Context: an optimization exercise on an open-source flow, tuned for small area. The choices shown serve that exercise and are no tape-out recipe. Function was checked by simulation only, so behaviour that the tests miss may differ from the original. Power and IR drop assume default switching activity.

==> inputs of 09-27 <==
==> flow/design.v (excerpt) <==
module ALU (
    input i_CLK,
    input i_RSTn,
    input [3:0] i_ALU_FUN,
    input [7:0] i_A,
    input [7:0] i_B,
    input i_Enable,
    output logic [15:0] o_ALU_OUT,
    output logic o_CF,    
    output logic o_OF,    
    output logic o_EF,    
    output logic o_ZF,    
    output logic o_OUT_VALID
);
==> flow/config.mk <==
export PLATFORM = sky130hd
export DESIGN_NAME = ALU
export DESIGN_NICKNAME = ALU
export VERILOG_FILES = /design/flow/design.v
export SDC_FILE = /design/flow/constraint.sdc
export NUM_CORES = 4
export LEC_CHECK = 0
export ABC_AREA = 1
export CAP_MARGIN = 20
export CORE_MARGIN = 2
export CORE_UTILIZATION = 30
export CTS_BUF_LIST = sky130_fd_sc_hd__clkbuf_8
export SLEW_MARGIN = 20
export BUFFER_PORTS_ARGS = -buffer_cell sky130_fd_sc_hd__buf_1
==> flow/constraint.sdc <==
create_clock -name core_clock -period 15.0 [get_ports {i_CLK}]
set_input_delay 3.0000 -clock core_clock [delete_from_list [all_inputs] [get_ports {i_CLK}]]
set_output_delay 3.0000 -clock core_clock [all_outputs]
set_load 0.01 [all_outputs]
standard.sh (not shown) runs the stock make flow with config.mk's settings and CLKGATE_MAP_FILE= SYNTH_SCRIPT=/design/flow/synth_recipe.tcl, a recipe that flattens the netlist after the stock synthesis.
==> flow/flow/run.sh <==
#!/bin/bash
# Standard ORFS layout, with two changes:
#  * after the standard synthesis, the combinational logic between the
#    registers is re-mapped by ABC with an area-oriented
#    script (deepsyn, then amap); registers and their names are untouched;
#    an output port's bits are then wired straight to their registers
#    (fixports.py) instead of through an alias that needs a buffer;
#  * ports are buffered with buf_1 instead of the default buffer cell.
set -euo pipefail
W=$(pwd)
R=$W/orfs/results/$FLOW_PLATFORM/ALU/base
YOSYS=$FLOW_HOME/../tools/install/yosys/bin/yosys
[ -x "$YOSYS" ] || YOSYS=yosys

echo "export BUFFER_PORTS_ARGS = -buffer_cell sky130_fd_sc_hd__buf_1" >> config.mk

bash standard.sh synth > synth_standard.log 2>&1
cp $R/1_2_yosys.v $W/synth_standard.v
cp $R/1_synth.sdc $W/synth_standard.sdc 2>/dev/null || true

LIB=$FLOW_HOME/platforms/$FLOW_PLATFORM/lib/sky130_fd_sc_hd__tt_025C_1v80.lib \
IN=$W/synth_standard.v OUT=$W/synth_remap.v SCRIPT=$W/flow/remap.abc \
  $YOSYS -c $W/flow/remap.tcl > remap.log 2>&1

python3 $W/flow/fixports.py $W/synth_remap.v $R/1_2_yosys.v > fixports.log 2>&1
rm -f $R/1_synth.odb $R/1_synth.sdc
bash standard.sh synth > synth_odb.log 2>&1
bash standard.sh > flow.log 2>&1
Other scripts of this flow, unchanged in this note and not shown: flow/flow/fixports.py, flow/flow/remap.abc, flow/flow/remap.tcl
==> 01-01: changes against 09-27 <==
--- a/flow/flow/run.sh
+++ b/flow/flow/run.sh
@@ -6,5 +6,6 @@
 #    an output port's bits are then wired straight to their registers
 #    (fixports.py) instead of through an alias that needs a buffer;
-#  * ports are buffered with buf_1 instead of the default buffer cell.
+#  * ports are buffered with buf_1 instead of the default buffer cell;
+#  * after global routing, non-critical gates are downsized (RECOVER_POWER).
 set -euo pipefail
 W=$(pwd)
@@ -14,4 +15,5 @@
 
 echo "export BUFFER_PORTS_ARGS = -buffer_cell sky130_fd_sc_hd__buf_1" >> config.mk
+echo "export RECOVER_POWER = 100" >> config.mk
 
 bash standard.sh synth > synth_standard.log 2>&1
--- a/flow/config.mk
+++ b/flow/config.mk
@@ -7,8 +7,9 @@
 export LEC_CHECK = 0
 export ABC_AREA = 1
-export CAP_MARGIN = 20
+export CAP_MARGIN = 5
 export CORE_MARGIN = 2
 export CORE_UTILIZATION = 30
 export CTS_BUF_LIST = sky130_fd_sc_hd__clkbuf_8
-export SLEW_MARGIN = 20
+export SLEW_MARGIN = 5
 export BUFFER_PORTS_ARGS = -buffer_cell sky130_fd_sc_hd__buf_1
+export RECOVER_POWER = 100
==> results.py <==
metrics = {
    "run_status": {
        "status": "no timing/DRC/antenna violations",
    },
    "route": {
        "wl_met1_um": 6570,
        "met3WireLength_um": 1150,
        "vias": 5459,
        "routed_wl_um": 15100,
        "vias_per_cell": 5.60,
    },
    "sta": {
        "worst_slack_ps": 1200,
        "relSlewSlack_pct": 19.0,
        "hold_ws_ps": 485,
        "max_freq_mhz": 72.5,
    },
    "layout": {
        "drive_gt1_share_pct": 3.63,
        "final_core_util_pct": 34.9,
    },
    "setup_path": {
        "crit_arrival_ps": 13940,
        "cpPeakStageDelay_ps": 400,
    },
    "pwr": {
        "peakVddDrop_mv": 0.0478,
        "power_w": 0.000465,
        "intPower_w": 0.000205,
    },
}
[end of results for 01-01]
==> results.py <==
metrics = {
    "route": {
        "wl_met1_um": 6570,
        "vias": 5465,
    },
    "pwr": {
        "peakVddDrop_mv": 0.0479,
        "power_w": 0.000465,
        "intPower_w": 0.000205,
    },
    "run_status": {
        "status": "no timing/DRC/antenna violations",
    },
    "sta": {
        "relSlewSlack_pct": 28.4,
        "max_freq_mhz": 72.6,
        "worst_slack_ps": 1230,
    },
    "layout": {
        "drive_gt1_share_pct": 3.88,
    },
    "setup_path": {
        "cpPeakStageDelay_ps": 390,
        "crit_arrival_ps": 13920,
    },
}
[end of results for 09-27]

==> wip/amber <==
ALU again, from the RTL that the note above started with.
==> module ALU, before the edit <==
module ALU (
    input i_CLK,
    input i_RSTn,
    input [3:0] i_ALU_FUN,
    input [7:0] i_A,
    input [7:0] i_B,
    input i_Enable,
    output logic [15:0] o_ALU_OUT,
    output logic o_CF,    
    output logic o_OF,    
    output logic o_EF,    
    output logic o_ZF,    
    output logic o_OUT_VALID
);
    wire [7:0] a = i_A;
    wire [7:0] b = i_B;
    wire [3:0] op = i_ALU_FUN;
    wire eq = (a == b);
    logic [15:0] prod;
    logic [7:0]  macc;       
    logic [8:0]  mt;
    logic [8:0]  mc;
    always_comb begin
        prod[0] = a[0] & b[0];
        macc = {1'b0, a[7:1] & {7{b[0]}}};
        for (int j = 1; j < 8; j++) begin
            mc[0] = 1'b0;
            for (int i = 0; i < 8; i++) begin
                mt[i]   = macc[i] ^ (a[i] & b[j]) ^ mc[i];
                mc[i+1] = (macc[i] & (a[i] & b[j])) | (mc[i] & (macc[i] ^ (a[i] & b[j])));
            end
            mt[8] = mc[8];
            prod[j] = mt[0];
            macc = mt[8:1];
        end
        prod[15:8] = macc;
    end
    wire [7:0] quo;
    wire [7:0] rm [1:8];
    assign rm[8] = 8'd0;
    genvar k;
    generate for (k = 7; k >= 1; k--) begin : st
        localparam int W = 8 - k;
        wire [W-1:0] r;
        if (W == 1) begin : w1
            assign r = a[k];
        end else begin : wn
            assign r = {rm[k+1][W-2:0], a[k]};
        end
        wire [W:0] d = {1'b0, r} - {1'b0, b[W-1:0]};
        wire bhz = (b[7:W] == 0);
        assign quo[k] = bhz & ~d[W];
        wire [W-1:0] rn = quo[k] ? d[W-1:0] : r;
        assign rm[k] = {{(8-W){1'b0}}, rn};
    end endgenerate
    wire       isdiv = (op == 4'd3);
    wire [7:0] lx  = isdiv ? {rm[1][6:0], a[0]} : a;
    wire [7:0] ly  = b ^ {8{op[0]}};
    logic [3:0] tt;
    always_comb begin
        case (op)
            4'd4:    tt = 4'b1000;    
            4'd5:    tt = 4'b1110;    
            4'd6:    tt = 4'b0111;    
            4'd7:    tt = 4'b0001;    
            4'd8:    tt = 4'b0110;    
            4'd9:    tt = 4'b1001;    
            4'd0:    tt = 4'b0110;    
            default: tt = 4'b1001;    
        endcase
    end
    wire arith = (op[3:2] == 2'd0);
    logic [8:0] ac;
    logic [7:0] sum;
    always_comb begin
        ac[0] = op[0];
        for (int i = 0; i < 8; i++) begin
            sum[i]  = tt[{lx[i], b[i]}] ^ (ac[i] & arith);
            ac[i+1] = (lx[i] & ly[i]) | (ac[i] & (lx[i] ^ ly[i]));
        end
    end
    wire       co  = ac[8];           
    assign quo[0] = co;
    wire [7:0] rem = co ? sum : lx;
    wire bz = (b == 8'd0);
    wire add_of = (a[7] == ly[7]) & (sum[7] != a[7]);
    logic [15:0] res;
    logic cf, of, zf, ef;
    always_comb begin
        res = '0; cf = 1'b0; of = 1'b0; zf = 1'b0; ef = eq;
        case (op)
            4'd0, 4'd1: begin
                res[7:0] = sum;
                cf = co ^ op[0];
                of = add_of;
                zf = (sum == 8'd0);
            end
            4'd2: begin
                res = prod;
                of = (prod[15:8] != 8'd0);
                zf = (a == 8'd0) | (b == 8'd0);
            end
            4'd3: begin
                res = {rem | {8{bz}}, quo};
                cf = bz;
                zf = (quo == 8'd0);
            end
            4'd4, 4'd5, 4'd6, 4'd7, 4'd8, 4'd9: begin
                res[7:0] = sum;
                zf = (sum == 8'd0);
            end
            4'd10: res[0] = eq;
            4'd11: res[0] = co & ~eq;
            4'd12: begin
                res[7:0] = {1'b0, a[7:1]};
                cf = a[0];
                zf = (a[7:1] == 7'd0);
            end
            4'd13: begin
                res[7:0] = {a[6:0], 1'b0};
                cf = a[7];
                of = a[7] ^ a[6];
                zf = (a[6:0] == 7'd0);
            end
            default: ef = 1'b0;
        endcase
    end
    always_ff @(posedge i_CLK, negedge i_RSTn) begin
        if (!i_RSTn) begin
            o_ALU_OUT   <= '0;
            o_CF        <= 1'b0;
            o_OF        <= 1'b0;
            o_ZF        <= 1'b0;
            o_EF        <= 1'b0;
            o_OUT_VALID <= 1'b0;
        end else if (i_Enable) begin
            o_ALU_OUT   <= res;
            o_CF        <= cf;
            o_OF        <= of;
            o_ZF        <= zf;
            o_EF        <= ef;
            o_OUT_VALID <= ~(op[3] & op[2] & op[1]);
        end else begin
            o_OUT_VALID <= 1'b0;
        end
    end
endmodule
clock: 15.0 ns
lec_check: 0
abc_area: 1
cap_margin: 20
core_margin: 2
core_utilization: 30
cts_buf_list: sky130_fd_sc_hd__clkbuf_8
gpl_timing_driven: 0
slew_margin: 20
buffer_ports_args: -buffer_cell sky130_fd_sc_hd__buf_1
==> flow/flow/run.sh <==
#!/bin/bash
# Standard ORFS layout, with two changes:
#  * after the standard synthesis, the combinational logic between the
#    registers is re-mapped by ABC with an area-oriented
#    script (deepsyn, then amap); registers and their names are untouched;
#    an output port's bits are then wired straight to their registers
#    (fixports.py) instead of through an alias that needs a buffer;
#  * ports are buffered with buf_1 instead of the default buffer cell.
set -euo pipefail
W=$(pwd)
R=$W/orfs/results/$FLOW_PLATFORM/ALU/base
YOSYS=$FLOW_HOME/../tools/install/yosys/bin/yosys
[ -x "$YOSYS" ] || YOSYS=yosys

echo "export BUFFER_PORTS_ARGS = -buffer_cell sky130_fd_sc_hd__buf_1" >> config.mk

bash standard.sh synth > synth_standard.log 2>&1
cp $R/1_2_yosys.v $W/synth_standard.v
cp $R/1_synth.sdc $W/synth_standard.sdc 2>/dev/null || true

LIB=$FLOW_HOME/platforms/$FLOW_PLATFORM/lib/sky130_fd_sc_hd__tt_025C_1v80.lib \
IN=$W/synth_standard.v OUT=$W/synth_remap.v SCRIPT=$W/flow/remap.abc \
  $YOSYS -c $W/flow/remap.tcl > remap.log 2>&1

python3 $W/flow/fixports.py $W/synth_remap.v $R/1_2_yosys.v > fixports.log 2>&1
rm -f $R/1_synth.odb $R/1_synth.sdc
bash standard.sh synth > synth_odb.log 2>&1
bash standard.sh > flow.log 2>&1
==> flow/flow/fixports.py <==
"""Replace 'assign port = {w1, w2, ...};' aliases in a flat Verilog netlist by
using the port bits directly, so that no buffer is needed between a register
and its output port. Usage: fixports.py in.v out.v"""
import re, sys
src = open(sys.argv[1]).read()
ports = {}
for m in re.finditer(r'^\s*(input|output)\s+(\[(\d+):(\d+)\]\s+)?(\w+)\s*;', src, re.M):
    ports[m.group(5)] = (m.group(1), int(m.group(3)) if m.group(3) else None, int(m.group(4)) if m.group(4) else None)
subst = {}
def drop(m):
    lhs, rhs = m.group(1).strip(), m.group(2).strip()
    if lhs not in ports or ports[lhs][0] != 'output':
        return m.group(0)
    _, msb, lsb = ports[lhs]
    if rhs.startswith('{'):
        parts = [p.strip() for p in rhs[1:-1].split(',')]
    else:
        parts = [rhs]
    width = 1 if msb is None else msb - lsb + 1
    if len(parts) != width or not all(re.fullmatch(r'[A-Za-z_]\w*', p) for p in parts):
        return m.group(0)
    for k, p in enumerate(parts):
        bit = (msb - k) if msb is not None else None
        if p in ports or p in subst:
            return m.group(0)
        subst[p] = lhs if bit is None else f'{lhs}[{bit}]'
    return ''
out = re.sub(r'^\s*assign\s+(\w+)\s*=\s*([^;]+);\s*$\n', drop, src, flags=re.M)
for w in subst:
    out = re.sub(r'^\s*wire\s+' + re.escape(w) + r'\s*;\s*$\n', '', out, flags=re.M)
if subst:
    pat = re.compile(r'(?<![\w\\$.])(' + '|'.join(map(re.escape, sorted(subst, key=len, reverse=True))) + r')(?![\w\[])')
    out = pat.sub(lambda m: subst[m.group(1)], out)
open(sys.argv[2], 'w').write(out)
print(f'fixports: {len(subst)} port bits connected directly')
==> flow/flow/remap.tcl <==
# Re-map the combinational logic of the standard synthesis netlist with ABC.
yosys -import
set lib $::env(LIB)
read_liberty -ignore_miss_func -overwrite $lib
read_verilog $::env(IN)
hierarchy -top ALU
# cells kept as they are: registers, adders, tie cells
foreach c {dfrtp_1 dfrtp_2 dfrtp_4 dfxtp_1 dfxtp_2 dfxtp_4 conb_1} {
  catch { setattr -mod -set keep_hierarchy 1 sky130_fd_sc_hd__$c }
}
flatten
foreach c {dfrtp_1 dfrtp_2 dfrtp_4 dfxtp_1 dfxtp_2 dfxtp_4 conb_1} {
  catch { blackbox sky130_fd_sc_hd__$c }
}
select ALU
opt -purge
set dont_use {}
foreach c {probe_p_8 probec_p_8 lpflow_bleeder_1 lpflow_clkbufkapwr_1 lpflow_clkbufkapwr_16
  lpflow_clkbufkapwr_2 lpflow_clkbufkapwr_4 lpflow_clkbufkapwr_8 lpflow_clkinvkapwr_1
  lpflow_clkinvkapwr_16 lpflow_clkinvkapwr_2 lpflow_clkinvkapwr_4 lpflow_clkinvkapwr_8
  lpflow_decapkapwr_12 lpflow_decapkapwr_3 lpflow_decapkapwr_4 lpflow_decapkapwr_6
  lpflow_decapkapwr_8 lpflow_inputiso0n_1 lpflow_inputiso0p_1 lpflow_inputiso1n_1
  lpflow_inputiso1p_1 lpflow_inputisolatch_1 lpflow_isobufsrc_1 lpflow_isobufsrc_16
  lpflow_isobufsrc_2 lpflow_isobufsrc_4 lpflow_isobufsrc_8 lpflow_isobufsrckapwr_16
  lpflow_lsbuf_lh_hl_isowell_tap_1 lpflow_lsbuf_lh_hl_isowell_tap_2
  lpflow_lsbuf_lh_hl_isowell_tap_4 lpflow_lsbuf_lh_isowell_4 lpflow_lsbuf_lh_isowell_tap_1
  lpflow_lsbuf_lh_isowell_tap_2 lpflow_lsbuf_lh_isowell_tap_4} {
  lappend dont_use -dont_use sky130_fd_sc_hd__$c
}
abc -script $::env(SCRIPT) -liberty $lib {*}$dont_use
splitnets
opt_clean -purge
hilomap -singleton -hicell sky130_fd_sc_hd__conb_1 HI -locell sky130_fd_sc_hd__conb_1 LO
opt_clean -purge
yosys rename -hide w:*.*
yosys rename -enumerate -pattern rm_%_


read_liberty -lib -overwrite $lib
select ALU
tee -o $::env(OUT).stat stat -liberty $lib
check -assert -mapped
write_verilog -noattr -noexpr -nohex -nodec -selected $::env(OUT)
Other scripts of this flow, unchanged in this note and not shown: flow/flow/remap.abc
==> wip/indigo (differences from wip/amber) <==
--- a/flow/design.v
+++ b/flow/design.v
@@ -40,3 +40,15 @@
     wire [3:0] op = i_ALU_FUN;
-    wire eq = (a == b);
+    wire       sub = op[0];
+    wire [7:0] bx  = b ^ {8{sub}};
+    logic [8:0] ac;
+    logic [7:0] sum;
+    always_comb begin
+        ac[0] = sub;
+        for (int i = 0; i < 8; i++) begin
+            sum[i]  = a[i] ^ bx[i] ^ ac[i];
+            ac[i+1] = (a[i] & bx[i]) | (ac[i] & (a[i] ^ bx[i]));
+        end
+    end
+    wire eq   = (a == b);
+    wire add_of = (a[7] == bx[7]) & (sum[7] != a[7]);
     logic [15:0] prod;
@@ -61,6 +73,6 @@
     wire [7:0] quo;
-    wire [7:0] rm [1:8];
+    wire [7:0] rm [0:8];
     assign rm[8] = 8'd0;
     genvar k;
-    generate for (k = 7; k >= 1; k--) begin : st
+    generate for (k = 7; k >= 0; k--) begin : st
         localparam int W = 8 - k;
@@ -73,38 +85,29 @@
         wire [W:0] d = {1'b0, r} - {1'b0, b[W-1:0]};
-        wire bhz = (b[7:W] == 0);
+        wire bhz;
+        if (W == 8) begin : h8
+            assign bhz = 1'b1;
+        end else begin : hn
+            assign bhz = (b[7:W] == 0);
+        end
         assign quo[k] = bhz & ~d[W];
         wire [W-1:0] rn = quo[k] ? d[W-1:0] : r;
-        assign rm[k] = {{(8-W){1'b0}}, rn};
+        if (W == 8) begin : z8
+            assign rm[k] = rn;
+        end else begin : zn
+            assign rm[k] = {{(8-W){1'b0}}, rn};
+        end
     end endgenerate
-    wire       isdiv = (op == 4'd3);
-    wire [7:0] lx  = isdiv ? {rm[1][6:0], a[0]} : a;
-    wire [7:0] ly  = b ^ {8{op[0]}};
-    logic [3:0] tt;
+    wire [7:0] rem = rm[0];
+    wire bz = (b == 8'd0);
+    logic [7:0] lg;
     always_comb begin
-        case (op)
-            4'd4:    tt = 4'b1000;    
-            4'd5:    tt = 4'b1110;    
-            4'd6:    tt = 4'b0111;    
-            4'd7:    tt = 4'b0001;    
-            4'd8:    tt = 4'b0110;    
-            4'd9:    tt = 4'b1001;    
-            4'd0:    tt = 4'b0110;    
-            default: tt = 4'b1001;    
+        case (op[3:0])
+            4'd4:    lg = a & b;
+            4'd5:    lg = a | b;
+            4'd6:    lg = ~(a & b);
+            4'd7:    lg = ~(a | b);
+            4'd8:    lg = a ^ b;
+            default: lg = ~(a ^ b);
         endcase
     end
-    wire arith = (op[3:2] == 2'd0);
-    logic [8:0] ac;
-    logic [7:0] sum;
-    always_comb begin
-        ac[0] = op[0];
-        for (int i = 0; i < 8; i++) begin
-            sum[i]  = tt[{lx[i], b[i]}] ^ (ac[i] & arith);
-            ac[i+1] = (lx[i] & ly[i]) | (ac[i] & (lx[i] ^ ly[i]));
-        end
-    end
-    wire       co  = ac[8];           
-    assign quo[0] = co;
-    wire [7:0] rem = co ? sum : lx;
-    wire bz = (b == 8'd0);
-    wire add_of = (a[7] == ly[7]) & (sum[7] != a[7]);
     logic [15:0] res;
@@ -116,3 +119,3 @@
                 res[7:0] = sum;
-                cf = co ^ op[0];
+                cf = ac[8] ^ sub;
                 of = add_of;
@@ -128,10 +131,10 @@
                 cf = bz;
-                zf = (quo == 8'd0);
+                zf = ~ac[8];           
             end
             4'd4, 4'd5, 4'd6, 4'd7, 4'd8, 4'd9: begin
-                res[7:0] = sum;
-                zf = (sum == 8'd0);
+                res[7:0] = lg;
+                zf = (lg == 8'd0);
             end
             4'd10: res[0] = eq;
-            4'd11: res[0] = co & ~eq;
+            4'd11: res[0] = ac[8] & ~eq;
             4'd12: begin
--- a/flow/flow/run.sh
+++ b/flow/flow/run.sh
@@ -5,4 +5,2 @@
 #    script (deepsyn, then amap); registers and their names are untouched;
-#    an output port's bits are then wired straight to their registers
-#    (fixports.py) instead of through an alias that needs a buffer;
 #  * ports are buffered with buf_1 instead of the default buffer cell.
@@ -24,3 +22,3 @@
 
-python3 $W/flow/fixports.py $W/synth_remap.v $R/1_2_yosys.v > fixports.log 2>&1
+cp $W/synth_remap.v $R/1_2_yosys.v
 rm -f $R/1_synth.odb $R/1_synth.sdc
--- a/flow/flow/remap.tcl
+++ b/flow/flow/remap.tcl
@@ -36,4 +36,4 @@
 yosys rename -enumerate -pattern rm_%_
-
-
+insbuf -buf sky130_fd_sc_hd__buf_4 A X
+yosys rename -enumerate -pattern rb_%_
 read_liberty -lib -overwrite $lib
removed: flow/flow/fixports.py
==> qor summary <==
quantity                                 wip/indigo    wip/amber
Critical path depth in cells                     76           66
Leakage power of the design              0.00179 uW   0.00162 uW
Mapped Area                               4360 um^2    3970 um^2
Switching share of total power                54.7%        55.6%
Synthesis-to-finish area growth               16.2%        14.5%
Clock power share                              9.2%         8.6%
Cell-internal power                          191 uW       205 uW
Well tap count                                  184          176
Core Area                               14,400 um^2  13,100 um^2
Initial drt markers                             600          470
Total Nets Final                                863          811
Count of standard-cell rows                      44           42
CP Max Fanout                                    11           18
Wire length per cell                        16.4 um      15.0 um
Non-filler instance count after layout        1,023          963
Die Area                                15,500 um^2  14,200 um^2
Status             no timing/DRC/antenna violations  no timing/DRC/antenna violations
Via density per instance                       5.77         5.58
Gate count after technology mapping             782          730

-- separate check: timing with driven ports --
In the flow no input, the clock included, has a driving cell. The finished layouts below were timed again as built, in two steps. Step 1: set_driving_cell puts a clkbuf_16 on i_CLK and a buf_2 on each other input, an assumption about the parent block. Step 2 also shifts input and output timing later by t, the mid clock arrival at the registers, as if the neighbouring blocks saw the same clock. Three values: ideal ports, drivers, drivers and shift; two values: the first two.
| run | t (ns) | setup WS [ns] | hold slack, ns | latest minus earliest clock arrival (ns) | worst slew at a driven data input, ns |
|---|---|---|---|---|---|
| 09-27 | 0.291 | 1.225 / 1.229 / 0.938 | 0.485 / 0.485 / 0.485 | 0.004 / 0.004 | 0.03 |
| 01-01 | 0.291 | 1.201 / 1.205 / 0.913 | 0.485 / 0.485 / 0.485 | 0.004 / 0.003 | 0.03 |
| wip/amber | 0.290 | 1.315 / 1.310 / 1.020 | 0.488 / 0.488 / 0.488 | 0.003 / 0.004 | 0.05 |
| wip/indigo | 0.290 | 0.547 / 0.550 / 0.260 | 0.481 / 0.481 / 0.481 | 0.012 / 0.012 | 0.04 |
After both steps every run listed still meets setup and hold. The setup slack of wip/amber, which loses most, moves by -0.005 ns with the drivers and by -0.295 ns with both steps.
